Background: an optimization exercise with open tools, aiming at small area, a short achievable clock period and few clock cycles per item. Do not read the settings as production practice.
In this exercise RTL edits were held to simulation tests only and were not proved equivalent to the original.
Power and IR drop assume default switching activity.

Setup of build 33:
// krnl_ro_rtl
module krnl_ro_rtl #( 
  parameter integer  C_S_AXI_CONTROL_DATA_WIDTH = 32,
  parameter integer  C_S_AXI_CONTROL_ADDR_WIDTH = 7,
  parameter integer  C_M_AXI_GMEM_ID_WIDTH = 2,
  parameter integer  C_M_AXI_GMEM_ADDR_WIDTH = 64,
  parameter integer  C_M_AXI_GMEM_DATA_WIDTH = 32
)
(
  input  wire  ap_clk,
  input  wire  ap_rst_n,
  output wire                                 m_axi_gmem_AWVALID,
  input  wire                                 m_axi_gmem_AWREADY,
  output wire [C_M_AXI_GMEM_ADDR_WIDTH-1:0]   m_axi_gmem_AWADDR,
  output wire [C_M_AXI_GMEM_ID_WIDTH - 1:0]   m_axi_gmem_AWID,
  output wire [7:0]                           m_axi_gmem_AWLEN,
  output wire [2:0]                           m_axi_gmem_AWSIZE,
  output wire [1:0]                           m_axi_gmem_AWBURST,
  output wire [1:0]                           m_axi_gmem_AWLOCK,
  output wire [3:0]                           m_axi_gmem_AWCACHE,
  ...
==> flow/config.mk <==
export PLATFORM = sky130hd
export DESIGN_NAME = krnl_ro_rtl
export DESIGN_NICKNAME = krnl_ro_rtl
export VERILOG_FILES = /design/flow/design.v
export SDC_FILE = /design/flow/constraint.sdc
export NUM_CORES = 4
export LEC_CHECK = 0
export ABC_AREA = 1
export CAP_MARGIN = 30
export CORE_MARGIN = 2
export CORE_UTILIZATION = 40
export SLEW_MARGIN = 20
export TNS_END_PERCENT = 0
==> flow/constraint.sdc <==
create_clock -name core_clock -period 20.0 [get_ports {ap_clk}]
set_input_delay 4.0000 -clock core_clock [delete_from_list [all_inputs] [get_ports {ap_clk}]]
set_output_delay 4.0000 -clock core_clock [all_outputs]
set_load 0.01 [all_outputs]
standard.sh (not shown) runs the stock make flow with config.mk's settings and CLKGATE_MAP_FILE= SYNTH_SCRIPT=/design/flow/synth_recipe.tcl, a recipe that flattens the netlist after the stock synthesis.
==> flow/flow/run.sh <==
#!/bin/bash
# The standard layout with three changes to how it is made:
# - repair_timing is asked to leave SETUP_SLACK_MARGIN ns of setup slack at
#   the design's clock period, so the layout is timed for a shorter period
#   than the one it is checked at (the SDC is the standard flow's own, unchanged);
# - every input and output port still gets a buffer, but a plain buf cell
#   that the resizer may size up, not the delay buffer buffer_ports picks;
# - clock tree synthesis clusters up to 30 sinks within 40 um per buffer
#   and adds no dummy loads, so the tree has fewer buffers.
set -euo pipefail
bash standard.sh SETUP_SLACK_MARGIN=15.5 \
  "BUFFER_PORTS_ARGS=-buffer_cell sky130_fd_sc_hd__buf_1" \
  "CTS_ARGS=-sink_clustering_enable -repair_clock_nets -dont_use_dummy_load -sink_clustering_size 30 -sink_clustering_max_diameter 40" \
  finish > flow_make.log 2>&1
Testbench counts of build 33, summed over its fixed seeds: cycles 18,719, items 5,627.
Edits applied to the flow inputs when going from build 33 to build 9:
# build 33
export LEC_CHECK = 0
export ABC_AREA = 1
export CAP_MARGIN = 30
export CORE_MARGIN = 2
export CORE_UTILIZATION = 40
export SLEW_MARGIN = 20
export TNS_END_PERCENT = 0
create_clock -name core_clock -period 20.0 [get_ports {ap_clk}]
# build 9
export LEC_CHECK = 0
export CAP_MARGIN = 30
export CORE_MARGIN = 2
export CORE_UTILIZATION = 50
export SLEW_MARGIN = 20
export TNS_END_PERCENT = 0
create_clock -name core_clock -period 20.0 [get_ports {ap_clk}]
--- a/flow/flow/run.sh
+++ b/flow/flow/run.sh
@@ -8 +8 @@
-# - clock tree synthesis clusters up to 30 sinks within 40 um per buffer
+# - clock tree synthesis clusters up to 25 sinks within 60 um per buffer
@@ -13 +13 @@
-  "CTS_ARGS=-sink_clustering_enable -repair_clock_nets -dont_use_dummy_load -sink_clustering_size 30 -sink_clustering_max_diameter 40" \
+  "CTS_ARGS=-sink_clustering_enable -repair_clock_nets -dont_use_dummy_load -sink_clustering_size 25 -sink_clustering_max_diameter 60" \
--- outcome ---
Across build 33 and build 9, none had a timing, DRC or antenna violation. Summary of build 9 over build 33: layout-stage area growth over the synthesis result fell 3.3 points; number of detailed-route iterations in the first pass rose 2; design area fell 4.7%; starting density of the core rose 10 points. Compare build 33 and build 9 | height of the die lower: build 9.
Modified inputs, build 56 compared to build 9
# build 9
export LEC_CHECK = 0
export CAP_MARGIN = 30
export CORE_MARGIN = 2
export CORE_UTILIZATION = 50
export SLEW_MARGIN = 20
export TNS_END_PERCENT = 0
create_clock -name core_clock -period 20.0 [get_ports {ap_clk}]
# build 56
export LEC_CHECK = 0
export ABC_AREA = 1
export CAP_MARGIN = 30
export CORE_MARGIN = 2
export CORE_UTILIZATION = 40
export SLEW_MARGIN = 20
export TNS_END_PERCENT = 0
create_clock -name core_clock -period 20.0 [get_ports {ap_clk}]
==> comparison <==
Build 56: full flow OK, the timing, design-rule and antenna checks passed
Taking build 9 as the reference, in build 56 summed area of non-filler cells in the final layout shows an increase of about 2.6%, shortest clock period the worst path allows after layout shows a reduction of 0.029 ns, die area shows an increase of 27%.
Build 56 vs. build 9: final standard cell count with taps included and fillers excluded went up; worst setup slack after placement went up; routed wire length went up; setup slack went up; switching part of the total went up.
Build 56 vs build 9: post-route total power down in build 56
--- input diff build 56..build 78 ---
# build 56
export LEC_CHECK = 0
export ABC_AREA = 1
export CAP_MARGIN = 30
export CORE_MARGIN = 2
export CORE_UTILIZATION = 40
export SLEW_MARGIN = 20
export TNS_END_PERCENT = 0
create_clock -name core_clock -period 20.0 [get_ports {ap_clk}]
# build 78
export LEC_CHECK = 0
export CAP_MARGIN = 30
export CORE_MARGIN = 2
export CORE_UTILIZATION = 40
export SLEW_MARGIN = 20
export TNS_END_PERCENT = 0
create_clock -name core_clock -period 20.0 [get_ports {ap_clk}]
[summary]
Synthesized instance count down 1062 in build 78 wrt build 56. Layout multi-input combinational cell count: build 56 and build 78 compared, lower one is build 78. Build 56 has a lower critical path depth than build 78. Build 56 has higher fraction of area in clock buffers and inverters than build 78. [compare] base=build 56 new=build 78: first-pass detailed-route iteration total went up 2, part of the Yosys area used for sequential elements went up 0.73 points, detailed-routed wire length on met3 went down about 4.6%, non-clock buffer total of the final layout went up 6.8%, total power went up 0.044 mW. In build 78 the area of the die turned out 1.7% lower than in build 56. Between build 56 and build 78, cell area decreased.

---

Starting RTL as in the previous note.
// krnl_ro_rtl
module krnl_ro_rtl #( 
  parameter integer  C_S_AXI_CONTROL_DATA_WIDTH = 32,
  parameter integer  C_S_AXI_CONTROL_ADDR_WIDTH = 7,
  parameter integer  C_M_AXI_GMEM_ID_WIDTH = 2,
  parameter integer  C_M_AXI_GMEM_ADDR_WIDTH = 64,
  parameter integer  C_M_AXI_GMEM_DATA_WIDTH = 32
)
(
  input  wire  ap_clk,
  input  wire  ap_rst_n,
  output wire                                 m_axi_gmem_AWVALID,
  input  wire                                 m_axi_gmem_AWREADY,
  output wire [C_M_AXI_GMEM_ADDR_WIDTH-1:0]   m_axi_gmem_AWADDR,
  output wire [C_M_AXI_GMEM_ID_WIDTH - 1:0]   m_axi_gmem_AWID,
  output wire [7:0]                           m_axi_gmem_AWLEN,
  output wire [2:0]                           m_axi_gmem_AWSIZE,
  output wire [1:0]                           m_axi_gmem_AWBURST,
  output wire [1:0]                           m_axi_gmem_AWLOCK,
  output wire [3:0]                           m_axi_gmem_AWCACHE,
  output wire [2:0]                           m_axi_gmem_AWPROT,
  output wire [3:0]                           m_axi_gmem_AWQOS,
  output wire [3:0]                           m_axi_gmem_AWREGION,
  ...
Settings: LEC_CHECK=0, CAP_MARGIN=30, CORE_MARGIN=2, CORE_UTILIZATION=40, SLEW_MARGIN=20, TNS_END_PERCENT=0; clock period 20.0 ns.
==> flow/flow/run.sh <==
#!/bin/bash
# The standard layout with three changes to how it is made:
# - repair_timing is asked to leave SETUP_SLACK_MARGIN ns of setup slack at
#   the design's clock period, so the layout is timed for a shorter period
#   than the one it is checked at (the SDC is the standard flow's own, unchanged);
# - every input and output port still gets a buffer, but a plain buf cell
#   that the resizer may size up, not the delay buffer buffer_ports picks;
# - clock tree synthesis clusters up to 25 sinks within 60 um per buffer
#   and adds no dummy loads, so the tree has fewer buffers.
set -euo pipefail
bash standard.sh SETUP_SLACK_MARGIN=15 \
  "BUFFER_PORTS_ARGS=-buffer_cell sky130_fd_sc_hd__buf_1" \
  "CTS_ARGS=-sink_clustering_enable -repair_clock_nets -dont_use_dummy_load -sink_clustering_size 25 -sink_clustering_max_diameter 60" \
  finish > flow_make.log 2>&1
The baseline went through all stages and came out clean.
Testbench counts at the start, summed over its fixed seeds: cycles 18,719, items 5,627.
Next try:
==> flow/flow/run.sh (replaced) <==
#!/bin/bash
# The standard layout with three changes to how it is made:
# - repair_timing is asked to leave SETUP_SLACK_MARGIN ns of setup slack at
#   the design's clock period, so the layout is timed for a shorter period
#   than the one it is checked at (the SDC is the standard flow's own, unchanged);
# - every input and output port still gets a buffer, but a plain buf cell
#   that the resizer may size up, not the delay buffer buffer_ports picks;
# - clock tree synthesis clusters up to 30 sinks within 75 um per buffer
#   and adds no dummy loads, so the tree has fewer buffers.
set -euo pipefail
bash standard.sh SETUP_SLACK_MARGIN=15.5 \
  "BUFFER_PORTS_ARGS=-buffer_cell sky130_fd_sc_hd__buf_1" \
  "CTS_ARGS=-sink_clustering_enable -repair_clock_nets -dont_use_dummy_load -sink_clustering_size 30 -sink_clustering_max_diameter 75" \
  finish > flow_make.log 2>&1
Result:
- cell count shrinks by 0.57%
- final area shrinks by 1.7%
- non-clock buffer count shrinks by 6
- count of clock-buffer cells in the layout shrinks by 33
- setup slack loses 0.049 ns
- total power shrinks by 5.5%
- synthesized cell count is unchanged
- routed wire length shrinks by 0.61%

==> separate check: timing with driven ports <==
The results above use ideal ports. As a check the final layouts listed here were re-extracted and re-timed, cells and wires unchanged. Step 1: set_driving_cell puts a clkbuf_16 on ap_clk and a buf_2 on each other input, an assumption about the parent block. Step 2 also shifts input and output timing later by t, the mid clock arrival at the registers, as if the neighbouring blocks saw the same clock. a / b / c = ideal / step 1 / step 2; a / b = the first two.
run	shift t [ns]	setup WS [ns]	hold WS [ns]
build 33	0.816	14.542 / 14.465 / 14.047	0.441 / 0.441 / 0.441
build 9	0.733	14.534 / 14.461 / 14.073	0.454 / 0.454 / 0.454
build 56	0.774	14.563 / 14.485 / 14.039	0.405 / 0.405 / 0.405
build 78	0.766	14.547 / 14.476 / 13.939	0.454 / 0.454 / 0.454
the first run of note 2	0.766	14.547 / 14.476 / 13.939	0.454 / 0.454 / 0.454
the second run of note 2	0.758	14.497 / 14.427 / 13.943	0.458 / 0.458 / 0.458
After both steps every run listed still meets setup and hold.
